This design comes from an exercise in tuning for small area on the open sky130 flow, not from production work. RTL that was checked went through simulation tests only; none was proved equivalent to the original. Only the layout flow was run in run 8; the RTL was not checked for function there. Power is estimated from default activity; no workload was simulated.

## flow/design.v

```verilog
`timescale 1ns / 1ps
module i2c_master #(
    parameter SYS_CLOCK_FREQ_HZ = 100_000_000,
    parameter FAST_MODE_ENABLED = 0
)(
    input wire       i_clk,
    input wire       i_rst,
    input wire [9:0] i_slave_addr,
    input wire [7:0] i_byte_cnt,
    input wire [3:0] i_control_reg,
    input wire [3:0] i_mode_reg,
    input wire [7:0] i_tx_data,
    output wire       o_rx_data_valid,
    output wire       o_tx_data_needed,
    output wire [7:0] o_rx_data,
    output wire [4:0] o_status_reg,
    output wire o_sda,
    output wire o_sda_oe,
    input  wire i_sda,
    output wire o_scl,
    output wire o_scl_oe,
    input  wire i_scl
);
reg [7:0] lf;
wire tick = (lf == 8'h27);
always @(posedge i_clk) begin
    if (i_rst)     lf <= 8'hff;
    else if (tick) lf <= 8'hfe;
    else           lf <= {lf[6:0], lf[7] ^ lf[5] ^ lf[4] ^ lf[3]};
end
reg [2:0] sf, cf;
reg sflt, cflt;
always @(posedge i_clk) begin
    if (i_rst) begin
        sf <= 3'b000; cf <= 3'b000; sflt <= 1'b1; cflt <= 1'b1;
    end else begin
        sf <= {sf[1:0], ~i_sda};
        cf <= {cf[1:0], ~i_scl};
        if (sf[2] == sf[1]) sflt <= ~sf[2];
        if (cf[2] == cf[1]) cflt <= ~cf[2];
    end
end
wire start_trans = i_control_reg[3];
localparam [2:0] IDLE = 3'b000, START = 3'b001, STOP = 3'b010, RSTART = 3'b011,
                 ADDR = 3'b100, DATA = 3'b101, RD = 3'b110;
localparam [1:0] S0 = 2'b00, S1 = 2'b01, S2 = 2'b11, S3 = 2'b10;
reg [2:0] m;
reg [3:0] b;      
reg [1:0] s;      
reg [6:0] h;      
reg [7:0] l;      
reg [7:0] cnt;
reg rd, rw, ack;
reg txd, rxd, txe;
wire idle  = (m == IDLE);
wire gen   = ~m[2] & (m[1] | m[0]);
wire bits  = m[2];
wire tx    = m[2] & ~m[1];
wire isrd  = m[2] & m[1];
wire cnt0  = (cnt == 8'd0);
wire bz    = (b == 4'd0);
wire b9    = (b == 4'd9);
wire b10   = (b == 4'd10);
wire ten   = ~rd & rw;
wire adv   = (bz && s == S3) || (tick && (s != S1 || cflt || gen));
wire done  = bits && b10 && s == S0;
wire nxt   = bits && b10 && s == S3;
assign o_tx_data_needed = (m == DATA) && nxt;
assign o_rx_data_valid  = isrd && nxt;
assign o_rx_data        = l;
assign o_status_reg     = {~idle | b[0], txd, rxd, txe, 1'b0};
assign o_sda_oe = ~idle && !(tx && b9) && !(isrd && !b9 && !nxt);
assign o_scl_oe = ~idle && !(bits && s[0]);
wire g01  = (bz && s == S3) || (b[0] && s == S0);
wire abit = b[3] ? rw : h[3'd7 - b[2:0]];
reg sda;
always @(*) begin
    case (m)
        START, RSTART: sda = g01;
        STOP:          sda = b[0] && s == S3;
        ADDR:          sda = (bz || (b10 && ack)) ? 1'b1 : abit;
        DATA:          sda = (bz || (b10 && ack)) ? 1'b1 : l[7];
        RD:            sda = b9 && (s == S0 || cnt0);
        default:       sda = 1'b0;
    endcase
end
assign o_sda = sda;
assign o_scl = (m == STOP) ? (b[0] && s[1]) : (gen && (g01 || (b[0] && s == S1)));
always @(posedge i_clk) begin
    if (i_rst) begin
        m <= IDLE; b <= 4'd0; s <= S3;
        txd <= 1'b0; rxd <= 1'b0; txe <= 1'b0;
    end else begin
        if (adv) begin
            s <= {s[0], ~s[1]};
            if (s == S3) b <= b + 4'd1;
        end
        if (idle) begin
            b <= 4'd0; s <= S3;
            if (start_trans) m <= START;
            else begin txd <= 1'b0; rxd <= 1'b0; end
        end
        if (gen && b[0] && s == S3) begin           
            if (m == STOP || (m == START && ten)) begin
                m <= IDLE; b <= 4'd1; s <= S3;
            end else if (m == START) begin
                b <= 4'd0; s <= S0;
            end else begin
                m <= ADDR; b <= 4'd0; s <= S3;
            end
        end
        if (m == START && bz && s == S0) begin      
            m <= ADDR; b <= 4'd0; s <= S3;
        end
        if (done) begin
            b <= 4'd0; s <= S3;
            if (tx && !ack) begin
                m <= STOP; txe <= 1'b1;
            end else if (m == ADDR) begin
                m <= (rd && rw) ? RD : DATA;
            end else if (m == DATA && rd) begin
                m <= RSTART;
            end else if (m == DATA && cnt0) begin
                m <= STOP; txd <= 1'b1;
            end else begin
                b <= 4'd10; s <= S3;
            end
        end
        if (nxt) begin
            b <= 4'd0; s <= S3;
            if (isrd && cnt0) begin m <= STOP; rxd <= 1'b1; end
        end
    end
end
wire ld = idle && start_trans;
always @(posedge i_clk) begin
    if (ld) begin
        h   <= i_slave_addr[6:0];
        cnt <= i_byte_cnt;
        rd  <= ~i_mode_reg[3] & i_mode_reg[2];
        rw  <= i_mode_reg[3] | (i_mode_reg[2] & i_mode_reg[1]);
    end else begin
        if (m == RSTART) rw <= 1'b1;
        if (tx && b9 && s == S2 && tick) ack <= ~sflt;
        if ((m == ADDR && done && ack && !(rd && !rw)) || nxt) cnt <= cnt - 8'd1;
    end
    if (ld || (m == DATA && nxt)) l <= i_tx_data;
    else if (adv && !bz && ((m == DATA && s == S3 && !b[3]) ||
                            (isrd && s == S2 && (!b[3] || b == 4'd8))))
        l <= {l[6:0], sflt};
end
endmodule
```

## flow/flow/run.sh

```bash
#!/bin/bash
# Standard ORFS layout, with the port buffers made from the smallest buffer cell.
set -euo pipefail
bash standard.sh BUFFER_PORTS_ARGS="-buffer_cell sky130_fd_sc_hd__buf_1" finish > flow_standard.log 2>&1
```

## flow/standard.sh

```bash
#!/bin/bash
# synth_recipe.tcl (not shown) runs the flow's synth.tcl, then flattens the netlist and writes it again
# the make line also repeats each setting of config.mk as NAME=value (left out here)
make -C /OpenROAD-flow-scripts/flow DESIGN_CONFIG=/design/flow/config.mk WORK_HOME=/design/flow/orfs CLKGATE_MAP_FILE= SYNTH_SCRIPT=/design/flow/synth_recipe.tcl "${@:-finish}"
```

## flow/config.mk

```make
export PLATFORM = sky130hd
export DESIGN_NAME = i2c_master
export DESIGN_NICKNAME = i2c_master
export VERILOG_FILES = /design/flow/design.v
export SDC_FILE = /design/flow/constraint.sdc
export NUM_CORES = 4
export LEC_CHECK = 0
export CAP_MARGIN = 20
export CORE_MARGIN = 2
export CORE_UTILIZATION = 40
export CTS_BUF_LIST = sky130_fd_sc_hd__clkbuf_8
export SLEW_MARGIN = 20
```

## flow/constraint.sdc

```tcl
create_clock -name core_clock -period 10.0 [get_ports {i_clk}]
set_input_delay 2.0000 -clock core_clock [delete_from_list [all_inputs] [get_ports {i_clk}]]
set_output_delay 2.0000 -clock core_clock [all_outputs]
set_load 0.01 [all_outputs]
```

==> results.py, run 1 <==
metrics = {
    "run_status": {
        "status": "complete, no violations",
    },
    "drt": {
        "drt-met1-wl_mm": 2.94,
        "wl_met3_um": 285,
        "wl_met2_mm": 2.84,
        "postRouteAntennaNets": 0,
        "drc": 0,
        "drt_iter0_drc": 158,
        "wl_per_cell_um": 14.4,
        "num_vias": 2254,
        "via_per_inst": 5.27,
        "drtPass1Iterations": 4,
        "top_layer": "met4",
        "drt-total-wl_mm": 6.14,
    },
    "synth": {
        "syn_area_um2": 2850,
        "yosysSeqAreaShare_pct": 47.1,
        "syn_nets": 338,
        "synth_edf_count": 26,
        "yosysWarnings": 1,
        "ys.flop_type": "dfxtp_1",
        "synth.distinct_cells": 69,
        "async_reset_ff_share_pct": 0,
        "syn_area_per_cell_um2": 9.65,
        "synth-seq-cells": 54,
        "syn_inst": 295,
    },
    "job": {
        "drv_cap": 0,
    },
    "clock_tree": {
        "clk_path_buf_depth": 2,
        "holdBufCountCts": 0,
        "post_cts_buffers": 0,
        "htreeDepth": 2,
        "tritoncts": "built",
        "cts_resized": 0,
        "clk_pin_slew_worst_paths_ns": 0.09,
        "numCtsBuffers": 5,
        "cts.sinks": 54,
        "cts-root-buf": "clkbuf_8",
        "insertion_delay_ns": 0.31,
    },
    "sta": {
        "finalSetupViolCount": 0,
        "report.final.hold_viol_count": 0,
        "fin_skew_ns": 0.00954,
        "fin_crit_sh_pct": 48.9,
        "post-route-min-period_ns": 4.89,
        "maxSlewHeadroom_pct": 37.1,
        "tightest_slew_ns": 0.937,
        "rsz0062_at_grt": "false",
        "clock.fmax_mhz": 204,
        "slew_viol_final": 0,
        "fin_setup_tns_ns": 0,
    },
    "global_route": {
        "grt_first_pass_wirelength_mm": 10.3,
        "grt_pass1_vias": 2124,
        "grtUsageTotal_pct": 17.0,
        "antenna_found_initial": 0,
        "grt_max_degree": 27,
        "gr-total-overflow": 0,
    },
    "setup_path": {
        "worstSetupPathType": "register to output port",
        "rr_worst_depth": 5,
        "crit_required_ns": 8.00,
        "timing.rr.end": "l[1]",
        "critical_path_arrival_ns": 2.89,
        "path_max_fanout": 7,
        "rr_startpoint": "m[0]",
        "reg2reg_slack_ns": 6.81,
        "cp-end-kind": "output port",
        "start_kind": "register",
    },
    "pwr": {
        "peakVddDrop_mv": 0.0599,
        "p_total_mw": 0.514,
        "power_density_nw_per_um2": 164,
        "p_leak_nw": 1.05,
    },
    "placement": {
        "hpwl_mm": 4.32,
        "port_buffers": 48,
        "gp_congestion": 0.917,
    },
    "hold_path": {
        "hp-class": "register to register",
        "hold_start": "sf[0]",
        "min_to": "sf[1]",
        "hold_depth": 1,
    },
    "floorplan": {
        "die_w_um": 88.4,
        "io-pin-count": 57,
        "fp.dieArea_um2": 7810,
        "fp-row-count": 30,
        "dieHeight_um": 88.4,
        "core_um2": 6830,
        "initial_utilization_pct": 41.7,
    },
    "cells_and_area": {
        "diodes": 0,
        "syn_to_final_growth_pct": 10.4,
        "nets": 374,
        "fillCellCount": 690,
        "drive_gt1_share_pct": 9.64,
    },
}
## registers in the layout, summed over array words and instances, names as in the netlist
signal and count:
rd 1, sflt 1, txe 1, lf 8, l 8, h 7
rxd 1, cnt 8, rw 1, txd 1, b 4, sf 3
cf 3, ack 1, s 2, m 3, cflt 1
## worst max-delay path, stage by stage (launching register included)
cell and delay [ns]:
edfxtp_1 0.42, inv_1 0.10, ha_1 0.21, or4b_2 0.63, nor4_2 0.52, nor2_1 0.12, o32ai_1 0.26, a311o_1 0.17
buf_1 0.17
## cell usage after synthesis (6+ instances only)
cell type | number | share of area [%]
edfxtp_1 | 26 | 27
or2_2 | 6 | 1.3
xnor2_1 | 8 | 2.5
nor2b_1 | 9 | 2.0
a21oi_1 | 13 | 2.3
nand3_1 | 7 | 1.2
inv_1 | 7 | 0.92
dfxtp_1 | 28 | 20
nand2b_1 | 6 | 1.3
clkbuf_1 | 9 | 1.2
nand2_1 | 31 | 4.1
o21ai_0 | 17 | 3.0
nor2_1 | 29 | 3.8
mux2_2 | 8 | 3.2
## metrics by stage
stage	setup slack [ns]	cells	utilization [%]	hold WS, ns	instance area (µm²)
after detailed placement	5.49	420	44.8	0.429	3060
after global routing	4.92	428	46.0	0.459	3140
after floorplan	5.90	295	-	0.414	2850
after CTS	5.11	428	46.0	0.452	3140
final	5.11	428	46.0	0.445	3140
after global placement	5.47	420	44.8	0.417	3060
## cells by family after synthesis
kind of cell             share of synthesized area [%]
AO/OA/AOI/OAI                                     15.1
multiplexers                                      4.66
XOR/XNOR                                          2.77
other                                            0.132
adder cells (fa/ha/maj)                           2.55
flip-flops                                        47.1
AND/OR/NAND/NOR                                   23.5
buffers and inverters                             4.22
## per-layer routing
metal,global-route usage (%),up-vias
met5,0,-
met4,4.96,0
met3,3.54,6
met2,25.9,58
met1,24.5,1056
li1,-,1134
## worst max path at each step
stage	endpoint	slack [ns]	startpoint
global route	o_sda	4.92	cnt[0]
CTS	o_sda	5.11	cnt[0]
floorplan	o_sda	5.90	cnt[0]
finish	o_sda	5.11	cnt[0]
global placement	o_sda	5.47	cnt[0]
detailed placement	o_sda	5.49	cnt[0]
## layout make-up
cell class | count | area [µm²] | area share, %
Timing Repair Buffer | 48 | 180 | 5.73
Multi-Input combinational cell | 214 | 1390 | 44.1
Inverter | 8 | 30.0 | 0.955
Tap cell | 96 | 120 | 3.82
Clock inverter | 3 | 17.5 | 0.557
Clock buffer | 5 | 68.8 | 2.19
Sequential cell | 54 | 1340 | 42.7
## report_power, final
group | switching (mW) | internal, mW | total, mW | leakage [nW]
combinational | 0.0676 | 0.0482 | 0.116 | 0.526
sequential | 0.0228 | 0.257 | 0.279 | 0.477
clock | 0.0703 | 0.0486 | 0.119 | 0.0493
## cell usage in the layout (no fill, tap or decap), drive strengths merged, types with 5 or more instances in the layout
cell    instances
nand2b          6
a21oi          13
dfxtp          28
mux2            8
ha              5
or2             6
xnor2           8
nor4            5
or3             6
o21ai          17
edfxtp         26
nand2          31
nor2           29
nor2b           9
buf            48
inv             8
clkbuf          5
nand3           7
nor3            6
==> run 2: changes to the inputs <==
==> flow/run.sh (new file) <==
#!/bin/bash
# synth_recipe.tcl (not shown) runs the flow's synth.tcl, then flattens the netlist and writes it again
# the make line also repeats each setting of config.mk as NAME=value (left out here)
make -C /OpenROAD-flow-scripts/flow DESIGN_CONFIG=/design/flow/config.mk WORK_HOME=/design/flow/orfs CLKGATE_MAP_FILE= SYNTH_SCRIPT=/design/flow/synth_recipe.tcl finish
removed: flow/flow/run.sh
removed: flow/standard.sh
==> results.py, run 2 <==
metrics = {
    "placement": {
        "port_buffers": 48,
        "gp_congestion": 0.869,
        "dp_slack_ns": 5.39,
        "hpwl_mm": 4.56,
        "postPlaceCellArea_um2": 3370,
    },
    "sta": {
        "hold_ws_ns": 0.451,
        "slew_viol_final": 0,
        "fin_skew_ns": 0.00701,
        "report.final.hold_viol_count": 0,
        "post-route-min-period_ns": 4.99,
        "rsz0062_at_grt": "false",
        "fin_crit_sh_pct": 49.9,
        "clock.fmax_mhz": 201,
        "fin_setup_tns_ns": 0,
        "worst_slack_ns": 5.01,
        "tightest_slew_ns": 0.924,
        "finalSetupViolCount": 0,
        "maxSlewHeadroom_pct": 37.9,
    },
    "clock_tree": {
        "htreeDepth": 2,
        "tritoncts": "built",
        "insertion_delay_ns": 0.31,
        "clk_path_buf_depth": 2,
        "holdBufCountCts": 0,
        "clk_pin_slew_worst_paths_ns": 0.10,
        "cts-root-buf": "clkbuf_8",
        "cts_resized": 0,
        "numCtsBuffers": 5,
        "cts.sinks": 54,
        "post_cts_buffers": 0,
    },
    "synth": {
        "yosysSeqAreaShare_pct": 47.1,
        "syn_area_um2": 2850,
        "synth-xor-area-share_pct": 2.77,
        "async_reset_ff_share_pct": 0,
        "synth-seq-cells": 54,
        "yosysWarnings": 1,
        "synth.mux.area_fraction_pct": 4.66,
        "synthAdderAreaFrac_pct": 2.55,
        "syn_inst": 295,
        "syn_area_per_cell_um2": 9.65,
        "synth_top_family_by_area": "simple AND/OR/NAND/NOR gates",
        "synth_common_cells": "nand2_1, nor2_1, dfxtp_1",
        "synth_simple_gate_area_share_pct": 23.5,
        "ys.flop_type": "dfxtp_1",
        "synth_most_common_cell": "nand2_1",
        "synth_edf_count": 26,
        "syn_nets": 338,
        "synth.distinct_cells": 69,
        "synth.area.top_cells": "edfxtp_1, dfxtp_1, nand2_1",
        "synth_compound_area_share_pct": 15.1,
        "synth_top_area_share_pct": 27.4,
        "synth_area_leader_cell": "edfxtp_1",
    },
    "cells_and_area": {
        "multi_input_area_um2": 1390,
        "diodes": 0,
        "reg_top3": "cnt: 8 flops, l: 8 flops, lf: 8 flops",
        "nets": 375,
        "drive_gt1_share_pct": 10.2,
        "seq_area_um2": 1340,
        "final_cell_mix": "clkdlybuf4s50_1, nand2_1, nor2_1",
        "design_area_um2": 3480,
        "syn_to_final_growth_pct": 22.3,
        "fillCellCount": 691,
        "final_common_cell": "clkdlybuf4s50_1",
    },
    "floorplan": {
        "initial_utilization_pct": 41.7,
        "io-pin-count": 57,
        "die_w_um": 88.4,
        "fp.dieArea_um2": 7810,
        "dieHeight_um": 88.4,
        "fp-row-count": 30,
        "core_um2": 6830,
    },
    "setup_path": {
        "cp-startpoint": "cnt[0]",
        "critical_path_arrival_ns": 2.99,
        "rr_startpoint": "m[2]",
        "worstSetupPathType": "register to output port",
        "start_kind": "register",
        "cp-end-kind": "output port",
        "path_max_fanout": 7,
        "timing.rr.end": "l[6]",
        "reg2reg_slack_ns": 6.84,
        "rr_worst_depth": 5,
        "crit_required_ns": 8.00,
        "cp-endpoint": "o_sda",
    },
    "global_route": {
        "grt_max_degree": 27,
        "grt_pass1_vias": 2176,
        "use_met3_pct": 3.17,
        "grtUsageTotal_pct": 17.5,
        "grt_util_met2_pct": 27.8,
        "busiest_layer": "met2",
        "antenna_found_initial": 0,
        "gr-total-overflow": 0,
        "grt_first_pass_wirelength_mm": 10.6,
        "grtUsageMet1_pct": 24.3,
    },
    "pwr": {
        "peakVddDrop_mv": 0.0718,
        "power_density_nw_per_um2": 163,
        "p_leak_nw": 1.20,
    },
    "drt": {
        "drtPass1Iterations": 4,
        "postRouteAntennaNets": 0,
        "drc": 0,
        "via_per_inst": 5.25,
        "drt_iter0_drc": 249,
        "drt-total-wl_mm": 6.43,
        "wl_per_cell_um": 15.0,
        "num_vias": 2251,
    },
    "hold_path": {
        "hold_start": "cf[0]",
        "hp-class": "register to register",
    },
    "run_status": {
        "status": "complete, no violations",
    },
    "job": {
        "drv_cap": 0,
    },
}
==> run 2: cell counts after synthesis <==
Identical to the previous run, type by type.
==> run 2: power breakdown <==
part           internal [mW]  total (mW)  switching (mW)
logic                 0.0675       0.136          0.0681
registers              0.257       0.279          0.0229
clock network         0.0764       0.151          0.0750
total                  0.400       0.566           0.166
==> run 2: per-layer routing <==
metal  routed length, µm  vias to the layer above
met1                3080                     1043
met2                2970                       64
met3                 319                        4
li1                    -                     1140
met5                   0                        -
met4                  62                        0
==> run 2: kinds of logic after synthesis <==
family / after synthesis
AND/OR/NAND/NOR: 125
AO/OA/AOI/OAI: 62
flip-flops: 54
buffers and inverters: 27
multiplexers: 11
XOR/XNOR: 9
adder cells (fa/ha/maj): 6
other: 1
==> run 2: worst max-delay path, cell delays in order (launching register included) <==
cell and delay, ns:
edfxtp_1 0.41, inv_1 0.10, ha_1 0.20, or4b_2 0.63, nor4_2 0.16, buf_4 0.19, nor2_1 0.05, o32ai_1 0.23
a311o_1 0.16, clkdlybuf4s50_1 0.54
==> run 2: how the worst min path moves through the flow <==
| stage | cells after the start | slack [ns] | endpoint |
|---|---|---|---|
| floorplan | 1 | 0.41 | cf[1] |
| global placement | 1 | 0.42 | sf[1] |
| detailed placement | 1 | 0.43 | cf[1] |
| CTS | 1 | 0.46 | lf[2] |
| global route | 1 | 0.47 | lf[2] |
| finish | 1 | 0.45 | cf[1] |
==> run 2: area by class of cell <==
cell class / count / area share, %
clock buffers: 5 / 1.98
clock inverters: 3 / 1.37
inverters: 8 / 0.862
multi-input cells: 214 / 39.8
flip-flops and latches: 54 / 38.5
well taps: 96 / 3.45
repair buffers: 49 / 14.0
==> run 2: per-stage QoR <==
stage          util [%]  total power, mW  instances
3_3_place_gp       49.3            0.418        421
2_1_floorplan         -            0.366        295
3_5_place_dp       49.3            0.420        421
5_1_grt            51.0            0.599        429
6_report           51.0            0.566        429
4_1_cts            51.0            0.573        429
==> run 3: changes to the inputs <==
==> flow/flow/run.sh (new file) <==
#!/bin/bash
# Standard ORFS layout with two changes: the combinational logic of the standard synthesis is
# re-mapped by ABC for area (flip-flops untouched, result proven equal to the standard
# synthesis, else the standard netlist is kept), and the port buffers use the smallest buffer.
set -euo pipefail
R=orfs/results/sky130hd/i2c_master/base
LIB=$FLOW_HOME/platforms/sky130hd/lib/sky130_fd_sc_hd__tt_025C_1v80.lib
YOSYS=$FLOW_HOME/../tools/install/yosys/bin/yosys
[[ -x $YOSYS ]] || YOSYS=yosys
bash standard.sh synth > log_synth.log 2>&1
python3 flow/filtlib.py "$LIB" lib.lib > log_filtlib.log 2>&1
cp $R/1_2_yosys.v in.v
best=in.v
besta=$(grep -h "Chip area" $R/../../../../reports/sky130hd/i2c_master/base/synth_stat.txt 2>/dev/null | awk '{print $NF}' | tail -1)
besta=${besta:-1e9}
for i in 1 2 3; do
  sed -e "s#@SCRIPT@#flow/s$i.abc#; s#@OUT@#out$i.v#" flow/resyn.ys > resyn$i.ys
  "$YOSYS" -s resyn$i.ys > log_resyn$i.log 2>&1 || continue
  sed -e "s#@OUT@#out$i.v#" flow/eq.ys > eq$i.ys
  "$YOSYS" -s eq$i.ys > log_eq$i.log 2>&1 || continue
  a=$(grep "Chip area" log_resyn$i.log | awk '{print $NF}' | tail -1)
  if python3 -c "import sys; sys.exit(0 if float('$a') < float('$besta') else 1)"; then
    best=out$i.v; besta=$a
  fi
done
echo "netlist used: $best ($besta)" > log_choice.log
cp $best $R/1_2_yosys.v
rm -f $R/1_synth.odb $R/1_synth.sdc
bash standard.sh BUFFER_PORTS_ARGS="-buffer_cell sky130_fd_sc_hd__buf_1" finish > log_finish.log 2>&1
==> flow/flow/eq.ys (new file) <==
# Prove the re-mapped netlist equal to the standard synthesis, flip-flop for flip-flop.
read_liberty -ignore_miss_func lib.lib
read_verilog in.v
rename i2c_master gold
read_verilog @OUT@
rename i2c_master gate
hierarchy -check
flatten gold gate
rename -hide w:_*
opt_clean
equiv_make gold gate equiv
hierarchy -top equiv
equiv_simple -undef
equiv_induct -undef
equiv_status -assert
==> flow/flow/filtlib.py (new file) <==
import re,sys
# usage: filtlib.py in.lib out.lib : drop cells matching dont-use patterns
src=open(sys.argv[1]).read()
bad=re.compile(r'sky130_fd_sc_hd__(lpflow_|probe|probec_)')
out=[];i=0
for m in re.finditer(r'\n\s*cell\s*\(\s*"?([\w]+)"?\s*\)\s*\{',src):
    pass
pos=0;res=[]
pat=re.compile(r'\n(\s*)cell\s*\(\s*"?([\w]+)"?\s*\)\s*\{')
while True:
    m=pat.search(src,pos)
    if not m: res.append(src[pos:]); break
    # find matching brace
    depth=0;j=m.end()-1
    while True:
        c=src[j]
        if c=='{': depth+=1
        elif c=='}':
            depth-=1
            if depth==0: break
        j+=1
    if bad.match(m.group(2)):
        res.append(src[pos:m.start()])
    else:
        res.append(src[pos:j+1])
    pos=j+1
open(sys.argv[2],'w').write(''.join(res))
==> flow/flow/resyn.ys (new file) <==
# Re-map the combinational logic of the standard synthesis for area.
# The flip-flop cells are kept as they are (same instances, names and types).
read_liberty -overwrite -ignore_miss_func lib.lib
read_verilog in.v
hierarchy -top i2c_master
setattr -mod -set keep_hierarchy 1 sky130_fd_sc_hd__df* sky130_fd_sc_hd__edf* sky130_fd_sc_hd__sdf* sky130_fd_sc_hd__dl* sky130_fd_sc_hd__sedf*
flatten
rename -hide w:*.*
opt -purge
abc -liberty lib.lib -script @SCRIPT@
opt_clean -purge
hilomap -singleton -hicell sky130_fd_sc_hd__conb_1 HI -locell sky130_fd_sc_hd__conb_1 LO
insbuf -buf sky130_fd_sc_hd__buf_1 A X
splitnets
opt_clean -purge
setattr -mod -set blackbox 1 sky130_fd_sc_hd__*
hierarchy -top i2c_master
stat -liberty lib.lib
write_verilog -noattr -noexpr -nohex -nodec @OUT@
==> flow/flow/s1.abc (new file) <==
strash
dch -f
amap
mfs2
strash
dch -f
amap
topo
==> flow/flow/s2.abc (new file) <==
strash
dch -f
map -a
mfs2
strash
dch -f
map -a
topo
==> flow/flow/s3.abc (new file) <==
strash
dch -f
map -a
mfs2
strash
dch -f
map -a
&get -n
&nf -R 1000
&put
topo
==> flow/standard.sh (new file) <==
#!/bin/bash
# synth_recipe.tcl (not shown) runs the flow's synth.tcl, then flattens the netlist and writes it again
# the make line also repeats each setting of config.mk as NAME=value (left out here)
make -C /OpenROAD-flow-scripts/flow DESIGN_CONFIG=/design/flow/config.mk WORK_HOME=/design/flow/orfs CLKGATE_MAP_FILE= SYNTH_SCRIPT=/design/flow/synth_recipe.tcl "${@:-finish}"
removed: flow/run.sh
==> results.py, run 3 <==
metrics = {
    "pwr": {
        "peakVddDrop_mv": 0.105,
        "clkPwrFrac_pct": 19.6,
        "power_density_nw_per_um2": 212,
        "p_leak_nw": 0.962,
        "p_seq_share_pct": 49.0,
        "p_int_mw": 0.386,
        "power_frac_comb_pct": 31.4,
        "p_sw_mw": 0.221,
        "p_sw_share_pct": 36.5,
    },
    "synth": {
        "syn_nets": 319,
        "syn_area_per_cell_um2": 8.91,
        "syn_area_um2": 2500,
        "yosysWarnings": 1,
        "syn_inst": 281,
    },
    "drt": {
        "drt-total-wl_mm": 5.48,
        "postRouteAntennaNets": 0,
        "drc": 0,
        "wl_per_cell_um": 13.4,
        "num_vias": 2153,
        "drtPass1Iterations": 4,
        "drt_iter0_drc": 123,
        "via_per_inst": 5.25,
    },
    "global_route": {
        "grt_first_pass_wirelength_mm": 9.12,
        "antenna_found_initial": 0,
        "grt_max_degree": 18,
        "gr-total-overflow": 0,
        "grt_pass1_vias": 2043,
        "grtUsageTotal_pct": 16.1,
    },
    "floorplan": {
        "core_um2": 5990,
        "fp-row-count": 28,
        "initial_utilization_pct": 41.8,
        "io-pin-count": 57,
        "die_w_um": 83.1,
        "fp.dieArea_um2": 6910,
        "dieHeight_um": 83.1,
    },
    "sta": {
        "maxSlewHeadroom_pct": 48.4,
        "slew_viol_final": 0,
        "fin_skew_ns": 0.0104,
        "tightest_slew_ns": 0.771,
        "hold_ws_ns": 0.428,
        "post-route-min-period_ns": 4.88,
        "fin_crit_sh_pct": 48.8,
        "finalSetupViolCount": 0,
        "clock.fmax_mhz": 205,
        "report.final.hold_viol_count": 0,
        "rsz0062_at_grt": "false",
        "fin_setup_tns_ns": 0,
    },
    "hold_path": {
        "hp-class": "register to register",
    },
    "clock_tree": {
        "cts-root-buf": "clkbuf_8",
        "post_cts_buffers": 0,
        "htreeDepth": 2,
        "cts.sinks": 54,
        "clk_path_buf_depth": 2,
        "insertion_delay_ns": 0.31,
        "numCtsBuffers": 5,
        "tritoncts": "built",
        "holdBufCountCts": 0,
        "cts_resized": 0,
        "clk_pin_slew_worst_paths_ns": 0.10,
    },
    "cells_and_area": {
        "reg_top3": "cnt: 8 flops, l: 8 flops, lf: 8 flops",
        "nets": 372,
        "drive_gt1_share_pct": 2.99,
        "diodes": 0,
        "final_common_cell": "nor2_1",
        "final_cell_mix": "nor2_1, buf_1, clkinv_1",
        "syn_to_final_growth_pct": 14.5,
        "fillCellCount": 587,
    },
    "setup_path": {
        "worstSetupPathType": "register to output port",
        "cp-end-kind": "output port",
        "start_kind": "register",
        "crit_required_ns": 8.00,
        "path_max_fanout": 5,
        "critical_path_arrival_ns": 2.88,
    },
    "placement": {
        "port_buffers": 48,
        "gp_congestion": 0.900,
        "hpwl_mm": 4.11,
    },
    "run_status": {
        "status": "complete, no violations",
    },
    "job": {
        "drv_cap": 0,
    },
}
[run 3: power groups by stage]
stage	clock (mW)	sequential, mW	combinational [mW]
2_1_floorplan	0	0.297	0.136
6_report	0.119	0.297	0.190
4_1_cts	0.124	0.297	0.189
3_5_place_dp	0	0.302	0.187
3_3_place_gp	0	0.302	0.187
5_1_grt	0.132	0.302	0.214
[run 3: layout make-up]
type | instances | area [µm²] | share of cell area [%]
inverter | 37 | 139 | 4.84
timing repair buffer | 50 | 195 | 6.81
sequential | 54 | 1340 | 46.8
multi-input combinational | 186 | 1010 | 35.2
clock inverter | 3 | 21.3 | 0.742
clock buffer | 5 | 68.8 | 2.40
tap | 75 | 93.8 | 3.27
[run 3: worst paths after layout]
path	cells past startpoint	slack, ns	to	startpoint
setup / recovery	9	5.12	o_sda	cnt[0]
hold / removal	1	0.43	lf[7]	lf[6]
setup reg to reg	8	6.16	l[1]	m[1]
hold reg to reg	1	0.43	lf[7]	lf[6]
[run 3: worst max-delay path: stages (launching register included)]
cell and delay [ns]:
edfxtp_1 0.42, or2_0 0.29, nor3_1 0.29, nand2_1 0.14
nor2_1 0.19, nand2_1 0.11, nor2_1 0.35, a21oi_1 0.08
o41ai_1 0.50, buf_1 0.20
[run 3: per-stage QoR]
step	worst slack, ns	utilization, %	cells	cell area [µm²]	total power [mW]
after floorplan	5.97	-	281	2500	0.433
after global placement	5.36	46.4	402	2780	0.490
after detailed placement	5.35	46.4	402	2780	0.490
after CTS	5.19	47.9	410	2870	0.610
after global routing	4.91	47.9	410	2870	0.648
final	5.12	47.9	410	2870	0.607
[run 3: layer usage]
layer / wire [µm] / GRT usage (%) / part of all wire (%)
met1: 2770 / 21.8 / 51
met3: 258 / 3.58 / 4.7
met2: 2340 / 25.1 / 43
met4: 110 / 6.41 / 2.0
met5: 0 / 0 / 0
==> run 4: changes to the inputs <==
--- a/flow/config.mk
+++ b/flow/config.mk
@@ -9,4 +9,6 @@
 export CORE_MARGIN = 2
 export CORE_UTILIZATION = 40
 export CTS_BUF_LIST = sky130_fd_sc_hd__clkbuf_8
+export CTS_CLUSTER_DIAMETER = 200
+export CTS_CLUSTER_SIZE = 30
 export SLEW_MARGIN = 20
==> results.py, run 4 <==
metrics = {
    "setup_path": {
        "start_kind": "register",
        "rr_worst_depth": 8,
        "cp-end-kind": "output port",
        "path_max_fanout": 5,
        "critical_path_arrival_ns": 2.88,
        "crit_required_ns": 8.00,
        "worstSetupPathType": "register to output port",
    },
    "global_route": {
        "grtUsageTotal_pct": 16.1,
        "grt_max_degree": 18,
        "gr-total-overflow": 0,
        "grt_first_pass_wirelength_mm": 9.12,
        "grt_pass1_vias": 2043,
        "antenna_found_initial": 0,
    },
    "sta": {
        "maxSlewHeadroom_pct": 48.4,
        "slew_viol_final": 0,
        "report.final.hold_viol_count": 0,
        "fin_crit_sh_pct": 48.8,
        "post-route-min-period_ns": 4.88,
        "tightest_slew_ns": 0.771,
        "finalSetupViolCount": 0,
        "clock.fmax_mhz": 205,
        "rsz0062_at_grt": "false",
        "worst_slack_ns": 5.12,
        "fin_setup_tns_ns": 0,
        "fin_skew_ns": 0.0104,
    },
    "placement": {
        "hpwl_mm": 4.11,
        "gp_congestion": 0.900,
        "port_buffers": 48,
        "dp_slack_ns": 5.35,
    },
    "drt": {
        "top_layer": "met4",
        "wl_per_cell_um": 13.4,
        "num_vias": 2153,
        "wl_met2_mm": 2.34,
        "drt-met1-wl_mm": 2.77,
        "drtPass1Iterations": 4,
        "drt-total-wl_mm": 5.48,
        "drc": 0,
        "via_per_inst": 5.25,
        "wl_met3_um": 258,
        "postRouteAntennaNets": 0,
        "drt_iter0_drc": 123,
    },
    "clock_tree": {
        "cts_resized": 0,
        "htreeDepth": 2,
        "numCtsBuffers": 5,
        "clk_path_buf_depth": 2,
        "cts.sinks": 54,
        "clk_pin_slew_worst_paths_ns": 0.10,
        "insertion_delay_ns": 0.31,
        "cts-root-buf": "clkbuf_8",
        "post_cts_buffers": 0,
        "holdBufCountCts": 0,
        "tritoncts": "built",
    },
    "floorplan": {
        "dieHeight_um": 83.1,
        "io-pin-count": 57,
        "fp-row-count": 28,
        "fp.dieArea_um2": 6910,
        "die_w_um": 83.1,
        "core_um2": 5990,
        "initial_utilization_pct": 41.8,
    },
    "cells_and_area": {
        "reg_top3": "cnt: 8 flops, l: 8 flops, lf: 8 flops",
        "final_cell_mix": "nor2_1, buf_1, clkinv_1",
        "final_common_cell": "nor2_1",
        "syn_to_final_growth_pct": 14.5,
        "fillCellCount": 587,
        "diodes": 0,
        "drive_gt1_share_pct": 2.99,
        "nets": 372,
    },
    "hold_path": {
        "hp-class": "register to register",
        "hold_depth": 1,
    },
    "run_status": {
        "status": "complete, no violations",
    },
    "synth": {
        "syn_nets": 319,
        "syn_area_um2": 2500,
        "syn_area_per_cell_um2": 8.91,
        "syn_inst": 281,
        "yosysWarnings": 1,
    },
    "pwr": {
        "power_density_nw_per_um2": 212,
        "peakVddDrop_mv": 0.105,
        "p_leak_nw": 0.962,
    },
    "job": {
        "drv_cap": 0,
    },
}
==> run 4: cell type report <==
cell class	count	area (µm²)	share of cell area, %
timing repair buffer	50	195	6.81
clock buffer	5	68.8	2.40
tap	75	93.8	3.27
inverter	37	139	4.84
sequential	54	1340	46.8
multi-input combinational	186	1010	35.2
clock inverter	3	21.3	0.742
==> run 4: report_power, final <==
group,total (mW),internal (mW),switching [mW],leakage (nW)
clock network,0.119,0.0493,0.0698,0.0441
logic,0.190,0.0681,0.122,0.443
registers,0.297,0.268,0.0292,0.475
total,0.607,0.386,0.221,0.962
==> run 4: metrics by stage <==
stage	area, µm²	util (%)	hold WS [ns]	instances	power (mW)
after CTS	2870	47.9	0.441	410	0.610
after floorplan	2500	-	0.399	281	0.433
after detailed placement	2780	46.4	0.423	402	0.490
final	2870	47.9	0.428	410	0.607
after global routing	2870	47.9	0.447	410	0.648
after global placement	2780	46.4	0.418	402	0.490
==> run 4: worst paths after layout <==
| path | end | slack, ns | from |
|---|---|---|---|
| max | o_sda | 5.12 | cnt[0] |
| min | lf[7] | 0.43 | lf[6] |
| max reg2reg | l[1] | 6.16 | m[1] |
| min reg2reg | lf[7] | 0.43 | lf[6] |
==> run 4: routing by layer <==
metal,vias to the layer above,global-route usage [%]
met5,-,0
li1,1115,-
met4,0,6.41
met3,10,3.58
met2,65,25.1
met1,963,21.8
==> run 4: worst max-delay path, stage by stage, from the launching register on <==
cell and delay, ns:
edfxtp_1 0.42, or2_0 0.29, nor3_1 0.29, nand2_1 0.14, nor2_1 0.19, nand2_1 0.11
nor2_1 0.35, a21oi_1 0.08, o41ai_1 0.50, buf_1 0.20
==> run 5: changes to the inputs <==
--- a/flow/config.mk
+++ b/flow/config.mk
@@ -8,7 +8,7 @@
 export CAP_MARGIN = 20
 export CORE_MARGIN = 2
 export CORE_UTILIZATION = 40
-export CTS_BUF_LIST = sky130_fd_sc_hd__clkbuf_8
-export CTS_CLUSTER_DIAMETER = 200
-export CTS_CLUSTER_SIZE = 30
+export CTS_BUF_LIST = sky130_fd_sc_hd__clkbuf_16
+export CTS_CLUSTER_DIAMETER = 300
+export CTS_CLUSTER_SIZE = 60
 export SLEW_MARGIN = 20
==> results.py, run 5 <==
metrics = {
    "drt": {
        "drc": 0,
        "drt_iter0_drc": 145,
        "wl_per_cell_um": 13.3,
        "drtPass1Iterations": 4,
        "via_per_inst": 5.25,
        "drt-total-wl_mm": 5.47,
        "postRouteAntennaNets": 0,
        "num_vias": 2151,
    },
    "clock_tree": {
        "post_cts_buffers": 0,
        "cts-root-buf": "clkbuf_16",
        "tritoncts": "built",
        "htreeDepth": 2,
        "insertion_delay_ns": 0.29,
        "numCtsBuffers": 5,
        "cts.sinks": 54,
        "clk_path_buf_depth": 2,
        "holdBufCountCts": 0,
        "clk_pin_slew_worst_paths_ns": 0.07,
        "cts_resized": 0,
    },
    "setup_path": {
        "crit_family": "simple AND/OR/NAND/NOR gates",
        "crit_required_ns": 8.00,
        "worstPathCellList": "or2_0, nor3_1, nand2_1, nor2_1, nand2_1, nor2_1, a21oi_1, o41ai_1, buf_1",
        "worstSetupPathType": "register to output port",
        "critical_path_arrival_ns": 2.84,
        "path_buf_inv": 1,
        "cp-endpoint": "o_sda",
        "crit_slowest_cell": "o41ai_1",
        "reg2reg_slack_ns": 6.21,
        "path_max_fanout": 5,
        "rr_worst_depth": 8,
        "max_stage_delay_ns": 0.50,
        "cp-startpoint": "cnt[0]",
        "rr_startpoint": "m[0]",
        "start_kind": "register",
        "timing.rr.end": "l[1]",
        "cp-end-kind": "output port",
        "cp_num_cells": 9,
    },
    "floorplan": {
        "core_um2": 5990,
        "fp-row-count": 28,
        "dieHeight_um": 83.1,
        "io-pin-count": 57,
        "fp.dieArea_um2": 6910,
        "initial_utilization_pct": 41.8,
        "die_w_um": 83.1,
    },
    "global_route": {
        "grt_pass1_vias": 2029,
        "grt_max_degree": 18,
        "grtUsageTotal_pct": 16.2,
        "antenna_found_initial": 0,
        "grt_first_pass_wirelength_mm": 9.14,
        "gr-total-overflow": 0,
    },
    "synth": {
        "syn_inst": 281,
        "syn_area_um2": 2500,
        "syn_area_per_cell_um2": 8.91,
        "syn_nets": 319,
        "yosysWarnings": 1,
    },
    "cells_and_area": {
        "nets": 372,
        "seq_area_um2": 1340,
        "final_common_cell": "nor2_1",
        "fillCellCount": 583,
        "design_area_um2": 2920,
        "reg_top3": "cnt: 8 flops, l: 8 flops, lf: 8 flops",
        "multi_input_area_um2": 1010,
        "final_cell_mix": "nor2_1, buf_1, clkinv_1",
        "drive_gt1_share_pct": 2.99,
        "diodes": 0,
        "stdcell_count": 410,
        "syn_to_final_growth_pct": 16.8,
    },
    "placement": {
        "port_buffers": 48,
        "dp_slack_ns": 5.35,
        "gp_congestion": 0.900,
        "hpwl_mm": 4.11,
        "postPlaceCellArea_um2": 2780,
        "dpl.cell_count": 402,
    },
    "hold_path": {
        "hp-class": "register to register",
    },
    "pwr": {
        "peakVddDrop_mv": 0.111,
        "power_density_nw_per_um2": 224,
        "p_leak_nw": 0.988,
    },
    "run_status": {
        "status": "complete, no violations",
    },
    "sta": {
        "rsz0062_at_grt": "false",
        "finalSetupViolCount": 0,
        "fin_setup_tns_ns": 0,
        "slew_viol_final": 0,
        "fin_crit_sh_pct": 48.4,
        "tightest_slew_ns": 0.713,
        "fin_skew_ns": 0.00693,
        "report.final.hold_viol_count": 0,
        "maxSlewHeadroom_pct": 52.3,
        "clock.fmax_mhz": 207,
        "post-route-min-period_ns": 4.84,
        "worst_slack_ns": 5.16,
    },
    "job": {
        "drv_cap": 0,
    },
}
run 5: worst register-to-register path, stage by stage, from the launching register on:
cell and delay, ns:
dfxtp_1 0.51, clkinv_1 0.31, nand2_1 0.18, nor2_1 0.17
nand2_1 0.47, clkinv_1 0.56, nor2_1 0.72, clkinv_1 0.36
o22a_1 0.25
run 5: per-stage QoR:
step | util [%] | hold slack, ns | total power, mW
3_5_place_dp | 46.4 | 0.423 | 0.490
2_1_floorplan | - | 0.399 | 0.433
5_1_grt | 48.8 | 0.445 | 0.698
6_report | 48.8 | 0.428 | 0.655
3_3_place_gp | 46.4 | 0.418 | 0.490
4_1_cts | 48.8 | 0.434 | 0.660
run 5: layout make-up:
type | instances | area share [%]
timing repair buffer | 50 | 6.68
inverter | 37 | 4.75
multi-input combinational | 186 | 34.5
clock buffer | 5 | 4.28
sequential | 54 | 45.9
tap | 75 | 3.21
clock inverter | 3 | 0.727
run 5: routing by layer:
metal | wire length, µm | vias up | global-route usage (%)
met3 | 371 | 7 | 3.58
met4 | 99 | 0 | 6.41
met2 | 2370 | 70 | 25.3
met1 | 2630 | 960 | 21.9
li1 | - | 1114 | -
met5 | 0 | - | 0
run 5: worst min path at each step:
stage | start | slack, ns | endpoint | cells after the start
after floorplan | lf[6] | 0.40 | lf[7] | 1
after global placement | cf[0] | 0.42 | cf[1] | 1
after detailed placement | lf[6] | 0.42 | lf[7] | 1
after CTS | lf[6] | 0.43 | lf[7] | 1
after global routing | lf[6] | 0.44 | lf[7] | 1
final | lf[6] | 0.43 | lf[7] | 1
run 5: power breakdown:
| part | internal, mW | switching, mW | leakage [nW] |
|---|---|---|---|
| combinational | 0.0681 | 0.122 | 0.443 |
| clock | 0.0927 | 0.0744 | 0.0698 |
| sequential | 0.269 | 0.0294 | 0.475 |
==> run 6: changes to the inputs <==
--- a/flow/config.mk
+++ b/flow/config.mk
@@ -8,7 +8,7 @@
 export CAP_MARGIN = 20
 export CORE_MARGIN = 2
 export CORE_UTILIZATION = 40
-export CTS_BUF_LIST = sky130_fd_sc_hd__clkbuf_16
-export CTS_CLUSTER_DIAMETER = 300
-export CTS_CLUSTER_SIZE = 60
+export CTS_BUF_LIST = sky130_fd_sc_hd__clkbuf_4 sky130_fd_sc_hd__clkbuf_8
+export CTS_CLUSTER_DIAMETER = 100
+export CTS_CLUSTER_SIZE = 20
 export SLEW_MARGIN = 20
==> results.py, run 6 <==
metrics = {
    "placement": {
        "port_buffers": 48,
        "dp_slack_ns": 5.35,
        "postPlaceCellArea_um2": 2780,
        "gp_congestion": 0.900,
        "hpwl_mm": 4.11,
    },
    "pwr": {
        "p_leak_nw": 0.962,
        "p_int_mw": 0.386,
        "p_sw_share_pct": 36.5,
        "power_density_nw_per_um2": 212,
        "clkPwrFrac_pct": 19.6,
        "peakVddDrop_mv": 0.105,
        "power_frac_comb_pct": 31.4,
        "p_total_mw": 0.607,
        "p_seq_share_pct": 49.0,
        "p_sw_mw": 0.221,
    },
    "job": {
        "drv_cap": 0,
    },
    "cells_and_area": {
        "fillCellCount": 587,
        "final_common_cell": "nor2_1",
        "syn_to_final_growth_pct": 14.5,
        "seq_area_um2": 1340,
        "drive_gt1_share_pct": 2.99,
        "final_cell_mix": "nor2_1, buf_1, clkinv_1",
        "multi_input_area_um2": 1010,
        "reg_top3": "cnt: 8 flops, l: 8 flops, lf: 8 flops",
        "nets": 372,
        "design_area_um2": 2870,
        "final_core_util_pct": 47.9,
        "diodes": 0,
    },
    "drt": {
        "postRouteAntennaNets": 0,
        "drt-total-wl_mm": 5.48,
        "drc": 0,
        "num_vias": 2153,
        "drt_iter0_drc": 123,
        "via_per_inst": 5.25,
        "wl_per_cell_um": 13.4,
        "drtPass1Iterations": 4,
    },
    "clock_tree": {
        "cts-root-buf": "clkbuf_8",
        "clk_pin_slew_worst_paths_ns": 0.10,
        "post_cts_buffers": 0,
        "cts.sinks": 54,
        "clk_path_buf_depth": 2,
        "htreeDepth": 2,
        "numCtsBuffers": 5,
        "insertion_delay_ns": 0.31,
        "tritoncts": "built",
        "holdBufCountCts": 0,
        "cts_resized": 0,
    },
    "global_route": {
        "grt_first_pass_wirelength_mm": 9.12,
        "grt_util_met2_pct": 25.1,
        "antenna_found_initial": 0,
        "grt_max_degree": 18,
        "grt_pass1_vias": 2043,
        "grtUsageTotal_pct": 16.1,
        "busiest_layer": "met2",
        "gr-total-overflow": 0,
        "use_met3_pct": 3.58,
        "grtUsageMet1_pct": 21.8,
    },
    "sta": {
        "fin_crit_sh_pct": 48.8,
        "report.final.hold_viol_count": 0,
        "slew_viol_final": 0,
        "maxSlewHeadroom_pct": 48.4,
        "clock.fmax_mhz": 205,
        "rsz0062_at_grt": "false",
        "fin_setup_tns_ns": 0,
        "tightest_slew_ns": 0.771,
        "worst_slack_ns": 5.12,
        "fin_skew_ns": 0.0104,
        "post-route-min-period_ns": 4.88,
        "finalSetupViolCount": 0,
    },
    "floorplan": {
        "initial_utilization_pct": 41.8,
        "io-pin-count": 57,
        "dieHeight_um": 83.1,
        "fp.dieArea_um2": 6910,
        "core_um2": 5990,
        "fp-row-count": 28,
        "die_w_um": 83.1,
    },
    "setup_path": {
        "cp-endpoint": "o_sda",
        "worstPathCellList": "or2_0, nor3_1, nand2_1, nor2_1, nand2_1, nor2_1, a21oi_1, o41ai_1, buf_1",
        "worstSetupPathType": "register to output port",
        "crit_required_ns": 8.00,
        "cp_num_cells": 9,
        "cp-end-kind": "output port",
        "crit_slowest_cell": "o41ai_1",
        "path_buf_inv": 1,
        "max_stage_delay_ns": 0.50,
        "timing.rr.end": "l[1]",
        "crit_family": "simple AND/OR/NAND/NOR gates",
        "rr_startpoint": "m[1]",
        "cp-startpoint": "cnt[0]",
        "start_kind": "register",
        "rr_worst_depth": 8,
        "critical_path_arrival_ns": 2.88,
        "reg2reg_slack_ns": 6.16,
        "path_max_fanout": 5,
    },
    "run_status": {
        "status": "complete, no violations",
    },
    "synth": {
        "syn_inst": 281,
        "yosysWarnings": 1,
        "syn_area_per_cell_um2": 8.91,
        "syn_nets": 319,
        "syn_area_um2": 2500,
    },
    "hold_path": {
        "hold_depth": 1,
        "hp-class": "register to register",
    },
}
[run 6: cell count changes in the layout (fill, tap and decap cells not counted)]
cell | before | now
clkbuf_16 | 5 | 0
clkbuf_8 | 0 | 5
[run 6: routing by layer]
metal | up-vias | routed length [µm]
li1 | 1115 | -
met1 | 963 | 2770
met2 | 65 | 2340
met3 | 10 | 258
met4 | 0 | 110
met5 | - | 0
[run 6: layout make-up]
| class | count | area share (%) |
|---|---|---|
| well taps | 75 | 3.27 |
| flip-flops and latches | 54 | 46.8 |
| clock buffers | 5 | 2.40 |
| repair buffers | 50 | 6.81 |
| clock inverters | 3 | 0.742 |
| multi-input cells | 186 | 35.2 |
| inverters | 37 | 4.84 |
[run 6: through the flow]
step / std cells / hold slack, ns
floorplan: 281 / 0.399
global placement: 402 / 0.418
detailed placement: 402 / 0.423
CTS: 410 / 0.441
global route: 410 / 0.447
finish: 410 / 0.428
[run 6: power groups by stage]
stage	registers [mW]	clock network, mW	logic [mW]
after global placement	0.302	0	0.187
after floorplan	0.297	0	0.136
after CTS	0.297	0.124	0.189
final	0.297	0.119	0.190
after global routing	0.302	0.132	0.214
after detailed placement	0.302	0	0.187
[run 6: worst min-delay path by stage]
stage / start / endpoint / slack [ns]
after floorplan: lf[6] / lf[7] / 0.40
after global placement: cf[0] / cf[1] / 0.42
after detailed placement: lf[6] / lf[7] / 0.42
after CTS: lf[6] / lf[7] / 0.44
after global routing: lf[6] / lf[7] / 0.45
final: lf[6] / lf[7] / 0.43
==> run 7: changes to the inputs <==
==> flow/flow/run.sh (replaced) <==
#!/bin/bash
# Standard ORFS layout with two changes: the combinational logic of the standard synthesis is
# re-mapped by ABC for area (flip-flops untouched), and the port buffers use the smallest buffer.
set -euo pipefail
R=orfs/results/sky130hd/i2c_master/base
LIB=$FLOW_HOME/platforms/sky130hd/lib/sky130_fd_sc_hd__tt_025C_1v80.lib
YOSYS=$FLOW_HOME/../tools/install/yosys/bin/yosys
[[ -x $YOSYS ]] || YOSYS=yosys
bash standard.sh synth > log_synth.log 2>&1
python3 flow/filtlib.py "$LIB" lib.lib > log_filtlib.log 2>&1
cp $R/1_2_yosys.v in.v
"$YOSYS" -s flow/resyn.ys > log_resyn.log 2>&1
cp out.v $R/1_2_yosys.v
rm -f $R/1_synth.odb $R/1_synth.sdc
bash standard.sh BUFFER_PORTS_ARGS="-buffer_cell sky130_fd_sc_hd__buf_1" finish > log_finish.log 2>&1
==> flow/flow/area.abc (new file) <==
strash
dch -f
map -a
mfs2
strash
dch -f
map -a
topo
--- a/flow/flow/resyn.ys
+++ b/flow/flow/resyn.ys
@@ -7,7 +7,7 @@
 flatten
 rename -hide w:*.*
 opt -purge
-abc -liberty lib.lib -script @SCRIPT@
+abc -liberty lib.lib -script flow/area.abc
 opt_clean -purge
 hilomap -singleton -hicell sky130_fd_sc_hd__conb_1 HI -locell sky130_fd_sc_hd__conb_1 LO
 insbuf -buf sky130_fd_sc_hd__buf_1 A X
@@ -16,4 +16,4 @@
 setattr -mod -set blackbox 1 sky130_fd_sc_hd__*
 hierarchy -top i2c_master
 stat -liberty lib.lib
-write_verilog -noattr -noexpr -nohex -nodec @OUT@
+write_verilog -noattr -noexpr -nohex -nodec out.v
--- a/flow/config.mk
+++ b/flow/config.mk
@@ -8,7 +8,5 @@
 export CAP_MARGIN = 20
 export CORE_MARGIN = 2
 export CORE_UTILIZATION = 40
-export CTS_BUF_LIST = sky130_fd_sc_hd__clkbuf_4 sky130_fd_sc_hd__clkbuf_8
-export CTS_CLUSTER_DIAMETER = 100
-export CTS_CLUSTER_SIZE = 20
+export CTS_BUF_LIST = sky130_fd_sc_hd__clkbuf_8
 export SLEW_MARGIN = 20
removed: flow/flow/eq.ys
removed: flow/flow/s1.abc
removed: flow/flow/s2.abc
removed: flow/flow/s3.abc
==> results.py, run 7 <==
metrics = {
    "clock_tree": {
        "holdBufCountCts": 0,
        "post_cts_buffers": 0,
        "clk_path_buf_depth": 2,
        "tritoncts": "built",
        "htreeDepth": 2,
        "clk_pin_slew_worst_paths_ns": 0.10,
        "insertion_delay_ns": 0.32,
        "cts_resized": 0,
        "cts-root-buf": "clkbuf_8",
        "numCtsBuffers": 5,
        "cts.sinks": 54,
    },
    "global_route": {
        "gr-total-overflow": 0,
        "grt_pass1_vias": 2063,
        "grtUsageTotal_pct": 17.2,
        "antenna_found_initial": 0,
        "grt_max_degree": 18,
        "grt_first_pass_wirelength_mm": 9.74,
    },
    "floorplan": {
        "die_w_um": 83.7,
        "core_um2": 6240,
        "dieHeight_um": 83.7,
        "io-pin-count": 57,
        "initial_utilization_pct": 40.8,
        "fp.dieArea_um2": 7010,
        "fp-row-count": 29,
    },
    "placement": {
        "port_buffers": 48,
        "gp_congestion": 0.966,
        "hpwl_mm": 4.41,
    },
    "drt": {
        "num_vias": 2297,
        "wl_per_cell_um": 13.6,
        "via_per_inst": 5.28,
        "drt_iter0_drc": 224,
        "postRouteAntennaNets": 0,
        "drtPass1Iterations": 6,
        "drt-total-wl_mm": 5.91,
        "drc": 0,
    },
    "synth": {
        "syn_nets": 344,
        "syn_area_per_cell_um2": 8.31,
        "yosysWarnings": 1,
        "syn_inst": 306,
        "syn_area_um2": 2540,
    },
    "setup_path": {
        "cp-end-kind": "output port",
        "path_max_fanout": 4,
        "crit_required_ns": 8.00,
        "critical_path_arrival_ns": 2.98,
        "rr_startpoint": "m[2]",
        "rr_worst_depth": 7,
        "start_kind": "register",
        "cp-startpoint": "cnt[0]",
        "worstSetupPathType": "register to output port",
    },
    "pwr": {
        "power_density_nw_per_um2": 171,
        "p_total_mw": 0.496,
        "p_leak_nw": 0.990,
        "peakVddDrop_mv": 0.0853,
    },
    "cells_and_area": {
        "diodes": 0,
        "syn_to_final_growth_pct": 14.1,
        "final_cell_mix": "nor2_1, clkinv_1, buf_1",
        "final_common_cell": "nor2_1",
        "drive_gt1_share_pct": 5.31,
        "nets": 395,
        "final_core_util_pct": 46.5,
        "reg_top3": "cnt: 8 flops, l: 8 flops, lf: 8 flops",
    },
    "sta": {
        "fin_skew_ns": 0.00958,
        "finalSetupViolCount": 0,
        "hold_ws_ns": 0.403,
        "post-route-min-period_ns": 4.98,
        "clock.fmax_mhz": 201,
        "fin_crit_sh_pct": 49.8,
        "tightest_slew_ns": 0.951,
        "report.final.hold_viol_count": 0,
        "slew_viol_final": 0,
        "maxSlewHeadroom_pct": 35.9,
        "rsz0062_at_grt": "false",
        "fin_setup_tns_ns": 0,
    },
    "hold_path": {
        "hold_depth": 2,
        "hp-class": "register to register",
        "hold_start": "sf[0]",
    },
    "run_status": {
        "status": "complete, no violations",
    },
    "job": {
        "drv_cap": 0,
    },
}
## run 7: cell type report
type	count	area, µm²
Fill cell	640	3340
Tap cell	77	96.3
Multi-Input combinational cell	199	1010
Sequential cell	54	1340
Inverter	49	184
Clock inverter	3	20.0
Clock buffer	5	68.8
Timing Repair Buffer	48	180
## run 7: where the power goes
group | switching, mW | internal (mW) | leakage, nW | total, mW
logic | 0.0696 | 0.0345 | 0.469 | 0.104
registers | 0.0148 | 0.254 | 0.472 | 0.269
clock network | 0.0737 | 0.0495 | 0.0484 | 0.123
total | 0.158 | 0.338 | 0.990 | 0.496
## run 7: metal layers
metal  global-route usage, %  wire length [µm]  vias up  share of wire, %
li1                        -                 -     1149                 -
met1                    23.4              2730     1019                46
met2                    27.1              2610      106                44
met3                    3.56               384       23               6.5
met4                    6.74               189        0               3.2
met5                       0                 0        -                 0
## run 7: worst paths after layout
check | end | slack [ns]
worst max-delay path | o_sda | 5.02
worst min-delay path | sf[1] | 0.40
worst max register to register | l[7] | 6.01
worst min register to register | sf[1] | 0.40
## run 7: critical path, stage by stage, from the launching register on
cell	delay, ns
edfxtp_1	0.43
nor2_1	0.13
clkinv_1	0.10
nor2_1	0.11
clkinv_1	0.10
nor2_1	0.10
clkinv_1	0.10
nor2_1	0.12
clkinv_1	0.12
nor2_1	0.13
clkinv_1	0.11
nor2_1	0.11
clkinv_1	0.11
nor2_1	0.21
clkinv_1	0.22
nand2_1	0.10
nand4_1	0.07
o311ai_0	0.11
buf_1	0.19
## run 7: stage by stage
step	instance area, µm²	std cells	setup WS, ns
6_report	2900	435	5.02
5_1_grt	2900	435	4.57
4_1_cts	2900	435	5.03
3_5_place_dp	2810	427	5.26
3_3_place_gp	2810	427	5.33
2_1_floorplan	2540	306	5.93
==> run 8: changes to the inputs <==
--- a/flow/design.v
+++ b/flow/design.v
@@ -50,7 +50,7 @@
 reg [6:0] h;      
 reg [7:0] l;      
 reg [7:0] cnt;
-reg rd, rw, ack;
+reg rd, rw;
 reg txd, rxd, txe;
 wire idle  = (m == IDLE);
 wire gen   = ~m[2] & (m[1] | m[0]);
@@ -59,8 +59,9 @@
 wire isrd  = m[2] & m[1];
 wire cnt0  = (cnt == 8'd0);
 wire bz    = (b == 4'd0);
-wire b9    = (b == 4'd9);
-wire b10   = (b == 4'd10);
+wire b9    = b[3] & b[0];           
+wire ack   = ~b[2];
+wire b10   = b[3] & b[1];           
 wire ten   = ~rd & rw;
 wire adv   = (bz && s == S3) || (tick && (s != S1 || cflt || gen));
 wire done  = bits && b10 && s == S0;
@@ -94,6 +95,7 @@
         if (adv) begin
             s <= {s[0], ~s[1]};
             if (s == S3) b <= b + 4'd1;
+            if (tx && b9 && s == S2) b[2] <= sflt;    
         end
         if (idle) begin
             b <= 4'd0; s <= S3;
@@ -132,21 +134,20 @@
         end
     end
 end
-wire ld = idle && start_trans;
+wire ld   = idle && start_trans;
+wire ldl  = ld || (m == DATA && nxt);
+wire shl  = adv && !bz && ((m == DATA && s == S3 && !b[3]) ||
+                           (isrd && s == S2 && (!b[3] || b == 4'd8)));
+wire decc = (m == ADDR && done && ack && !(rd && !rw)) || nxt;
 always @(posedge i_clk) begin
     if (ld) begin
         h   <= i_slave_addr[6:0];
-        cnt <= i_byte_cnt;
         rd  <= ~i_mode_reg[3] & i_mode_reg[2];
         rw  <= i_mode_reg[3] | (i_mode_reg[2] & i_mode_reg[1]);
     end else begin
         if (m == RSTART) rw <= 1'b1;
-        if (tx && b9 && s == S2 && tick) ack <= ~sflt;
-        if ((m == ADDR && done && ack && !(rd && !rw)) || nxt) cnt <= cnt - 8'd1;
     end
-    if (ld || (m == DATA && nxt)) l <= i_tx_data;
-    else if (adv && !bz && ((m == DATA && s == S3 && !b[3]) ||
-                            (isrd && s == S2 && (!b[3] || b == 4'd8))))
-        l <= {l[6:0], sflt};
+    l   <= ({8{ldl}} & i_tx_data) | ({8{shl}} & {l[6:0], sflt}) | ({8{~(ldl | shl)}} & l);
+    cnt <= ({8{ld}} & i_byte_cnt) | ({8{decc}} & (cnt - 8'd1)) | ({8{~(ld | decc)}} & cnt);
 end
 endmodule
==> flow/flow/run.sh (replaced) <==
#!/bin/bash
# Standard ORFS layout with two changes: the combinational logic of the standard synthesis is
# re-mapped by ABC for area (flip-flops untouched, result proven equal to the standard
# synthesis, else the standard netlist is kept), and the port buffers use the smallest buffer.
set -euo pipefail
R=orfs/results/sky130hd/i2c_master/base
LIB=$FLOW_HOME/platforms/sky130hd/lib/sky130_fd_sc_hd__tt_025C_1v80.lib
YOSYS=$FLOW_HOME/../tools/install/yosys/bin/yosys
[[ -x $YOSYS ]] || YOSYS=yosys
bash standard.sh synth > log_synth.log 2>&1
python3 flow/filtlib.py "$LIB" lib.lib > log_filtlib.log 2>&1
cp $R/1_2_yosys.v in.v
best=in.v
besta=$(grep -h "Chip area" $R/../../../../reports/sky130hd/i2c_master/base/synth_stat.txt 2>/dev/null | awk '{print $NF}' | tail -1)
besta=${besta:-1e9}
for i in 1 2 3; do
  sed -e "s#@SCRIPT@#flow/s$i.abc#; s#@OUT@#out$i.v#" flow/resyn.ys > resyn$i.ys
  "$YOSYS" -s resyn$i.ys > log_resyn$i.log 2>&1 || continue
  sed -e "s#@OUT@#out$i.v#" flow/eq.ys > eq$i.ys
  "$YOSYS" -s eq$i.ys > log_eq$i.log 2>&1 || continue
  a=$(grep "Chip area" log_resyn$i.log | awk '{print $NF}' | tail -1)
  if python3 -c "import sys; sys.exit(0 if float('$a') < float('$besta') else 1)"; then
    best=out$i.v; besta=$a
  fi
done
echo "netlist used: $best ($besta)" > log_choice.log
cp $best $R/1_2_yosys.v
rm -f $R/1_synth.odb $R/1_synth.sdc
bash standard.sh BUFFER_PORTS_ARGS="-buffer_cell sky130_fd_sc_hd__buf_1" "CTS_ARGS=-sink_clustering_enable -repair_clock_nets -buf_list sky130_fd_sc_hd__clkbuf_8 -root_buf sky130_fd_sc_hd__clkbuf_8 -dont_use_dummy_load -sink_clustering_size 30 -sink_clustering_max_diameter 200" finish > log_finish.log 2>&1
==> flow/flow/eq.ys (new file) <==
# Prove the re-mapped netlist equal to the standard synthesis, flip-flop for flip-flop.
read_liberty -ignore_miss_func lib.lib
read_verilog in.v
rename i2c_master gold
read_verilog @OUT@
rename i2c_master gate
hierarchy -check
flatten gold gate
rename -hide w:_*
opt_clean
equiv_make gold gate equiv
hierarchy -top equiv
equiv_simple -undef
equiv_induct -undef
equiv_status -assert
--- a/flow/flow/resyn.ys
+++ b/flow/flow/resyn.ys
@@ -7,7 +7,7 @@
 flatten
 rename -hide w:*.*
 opt -purge
-abc -liberty lib.lib -script flow/area.abc
+abc -liberty lib.lib -script @SCRIPT@
 opt_clean -purge
 hilomap -singleton -hicell sky130_fd_sc_hd__conb_1 HI -locell sky130_fd_sc_hd__conb_1 LO
 insbuf -buf sky130_fd_sc_hd__buf_1 A X
@@ -16,4 +16,4 @@
 setattr -mod -set blackbox 1 sky130_fd_sc_hd__*
 hierarchy -top i2c_master
 stat -liberty lib.lib
-write_verilog -noattr -noexpr -nohex -nodec out.v
+write_verilog -noattr -noexpr -nohex -nodec @OUT@
==> flow/flow/s1.abc (new file) <==
strash
dch -f
amap
mfs2
strash
dch -f
amap
topo
==> flow/flow/s2.abc (new file) <==
strash
dch -f
map -a
mfs2
strash
dch -f
map -a
topo
==> flow/flow/s3.abc (new file) <==
strash
dch -f
map -a
mfs2
strash
dch -f
map -a
&get -n
&nf -R 1000
&put
topo
removed: flow/flow/area.abc
==> results.py, run 8 <==
metrics = {
    "drt": {
        "wl_per_cell_um": 13.6,
        "num_vias": 2284,
        "drt_iter0_drc": 313,
        "drt-total-wl_mm": 5.79,
        "drc": 0,
        "via_per_inst": 5.36,
        "drtPass1Iterations": 5,
        "postRouteAntennaNets": 0,
    },
    "sta": {
        "tightest_slew_ns": 0.741,
        "report.final.hold_viol_count": 0,
        "post-route-min-period_ns": 4.52,
        "worst_slack_ns": 5.48,
        "fin_setup_tns_ns": 0,
        "rsz0062_at_grt": "false",
        "clock.fmax_mhz": 221,
        "slew_viol_final": 0,
        "fin_skew_ns": 0.0225,
        "fin_crit_sh_pct": 45.2,
        "maxSlewHeadroom_pct": 50.3,
        "finalSetupViolCount": 0,
    },
    "global_route": {
        "grtUsageTotal_pct": 18.3,
        "grt_first_pass_wirelength_mm": 9.33,
        "gr-total-overflow": 0,
        "antenna_found_initial": 0,
        "grt_max_degree": 27,
        "grt_pass1_vias": 2014,
    },
    "job": {
        "drv_cap": 0,
    },
    "pwr": {
        "power_density_nw_per_um2": 164,
        "peakVddDrop_mv": 0.0818,
        "p_leak_nw": 0.900,
    },
    "synth": {
        "syn_area_um2": 2400,
        "syn_area_per_cell_um2": 8.00,
        "syn_inst": 300,
        "yosysWarnings": 1,
        "syn_nets": 338,
    },
    "cells_and_area": {
        "fillCellCount": 597,
        "final_cell_mix": "buf_1, nor2_1, dfxtp_1",
        "final_common_cell": "buf_1",
        "diodes": 0,
        "drive_gt1_share_pct": 1.99,
        "multi_input_area_um2": 1080,
        "design_area_um2": 2740,
        "nets": 391,
        "seq_area_um2": 1150,
        "syn_to_final_growth_pct": 14.3,
        "reg_top3": "cnt: 8 flops, l: 8 flops, lf: 8 flops",
    },
    "clock_tree": {
        "post_cts_buffers": 0,
        "numCtsBuffers": 5,
        "cts-root-buf": "clkbuf_8",
        "cts_resized": 0,
        "cts.sinks": 53,
        "tritoncts": "built",
        "insertion_delay_ns": 0.31,
        "clk_path_buf_depth": 2,
        "clk_pin_slew_worst_paths_ns": 0.10,
        "htreeDepth": 2,
        "holdBufCountCts": 0,
    },
    "floorplan": {
        "die_w_um": 81.5,
        "dieHeight_um": 81.5,
        "initial_utilization_pct": 41.0,
        "core_um2": 5850,
        "io-pin-count": 57,
        "fp.dieArea_um2": 6630,
        "fp-row-count": 28,
    },
    "placement": {
        "port_buffers": 48,
        "dp_slack_ns": 5.85,
        "gp_congestion": 1.01,
        "hpwl_mm": 4.21,
        "postPlaceCellArea_um2": 2670,
    },
    "run_status": {
        "status": "complete, no violations",
    },
    "setup_path": {
        "cp-end-kind": "output port",
        "worstSetupPathType": "register to output port",
        "worstPathCellList": "nor3_1, nand2_1, nor3_1, nand2_1, nor2_1, clkinv_1, nor3_1, nor4_1, o21ai_0, buf_1",
        "crit_required_ns": 8.00,
        "start_kind": "register",
        "crit_top_cell": "nor3_1",
        "critical_path_arrival_ns": 2.52,
        "crit_slowest_cell": "dfxtp_1",
        "path_max_fanout": 4,
        "max_stage_delay_ns": 0.34,
    },
    "hold_path": {
        "hp-class": "register to register",
    },
}
-- run 8: final timing paths --
path	start	endpoint	slack, ns	cells after the start
hold reg to reg	sf[0]	sf[1]	0.44	1
hold / removal	sf[0]	sf[1]	0.44	1
setup / recovery	cnt[1]	o_sda	5.48	10
setup reg to reg	m[2]	cnt[7]	6.90	8
-- run 8: layer usage --
| layer | wire length (µm) | track usage (%) | up-vias |
|---|---|---|---|
| met4 | 124 | 7.29 | 0 |
| li1 | - | - | 1173 |
| met5 | 0 | 0 | - |
| met1 | 2770 | 25.4 | 1029 |
| met2 | 2560 | 27.3 | 69 |
| met3 | 336 | 4.40 | 13 |
-- run 8: layout make-up --
| class | instances | area share (%) |
|---|---|---|
| Multi-Input combinational cell | 201 | 39.2 |
| Clock buffer | 5 | 2.51 |
| Sequential cell | 53 | 42.0 |
| Timing Repair Buffer | 50 | 7.12 |
| Inverter | 42 | 5.75 |
| Tap cell | 75 | 3.42 |
-- run 8: stage by stage --
step | instances | utilization [%] | power, mW | hold slack [ns]
after CTS | 426 | 46.9 | 0.453 | 0.442
after global placement | 421 | 45.7 | 0.342 | 0.417
after detailed placement | 421 | 45.7 | 0.344 | 0.427
final | 426 | 46.9 | 0.449 | 0.438
after global routing | 426 | 46.9 | 0.474 | 0.462
after floorplan | 300 | - | 0.314 | 0.412
-- run 8: where the power goes --
part / internal [mW] / leakage [nW] / switching (mW)
logic: 0.0320 / 0.416 / 0.0547
clock network: 0.0454 / 0.0359 / 0.0643
registers: 0.239 / 0.448 / 0.0139
total: 0.316 / 0.900 / 0.133
-- run 8: worst max-delay path, delay by kind of cell, from the launching register on --
family          cells  cell delay (ns)
compound gates      1             0.26
buf+inv             2             0.37
simple gates        7             1.24
flops               1             0.34

[re-timing with driven ports]
Ports are ideal in the flow. The routed layouts listed here were re-timed in OpenROAD. Step 1: set_driving_cell puts a clkbuf_16 on i_clk and a buf_2 on each other input, an assumption about the parent block. Step 2 moves the port delays by t, midway between the first and last clock arrival at a register: inputs arrive t later, outputs are due t later. That takes back most of the time a late clock gives input paths. Slacks: ideal / step 1 / step 2; pairs: ideal / step 1.
| run | t (ns) | setup slack, ns | worst setup path at the end |
|---|---|---|---|
| run 1 | 0.332 | 5.106 / 5.077 / 5.409 | register to output |
| run 2 | 0.340 | 5.013 / 4.984 / 5.324 | register to output |
| run 3 | 0.331 | 5.123 / 5.092 / 5.329 | input to register |
| run 4 | 0.331 | 5.123 / 5.092 / 5.329 | input to register |
| run 5 | 0.320 | 5.160 / 5.126 / 5.364 | input to register |
| run 6 | 0.331 | 5.123 / 5.092 / 5.329 | input to register |
| run 7 | 0.342 | 5.021 / 4.993 / 5.335 | register to output |
| run 8 | 0.327 | 5.483 / 5.455 / 5.781 | register to output |
After both steps every run listed still meets setup and hold.
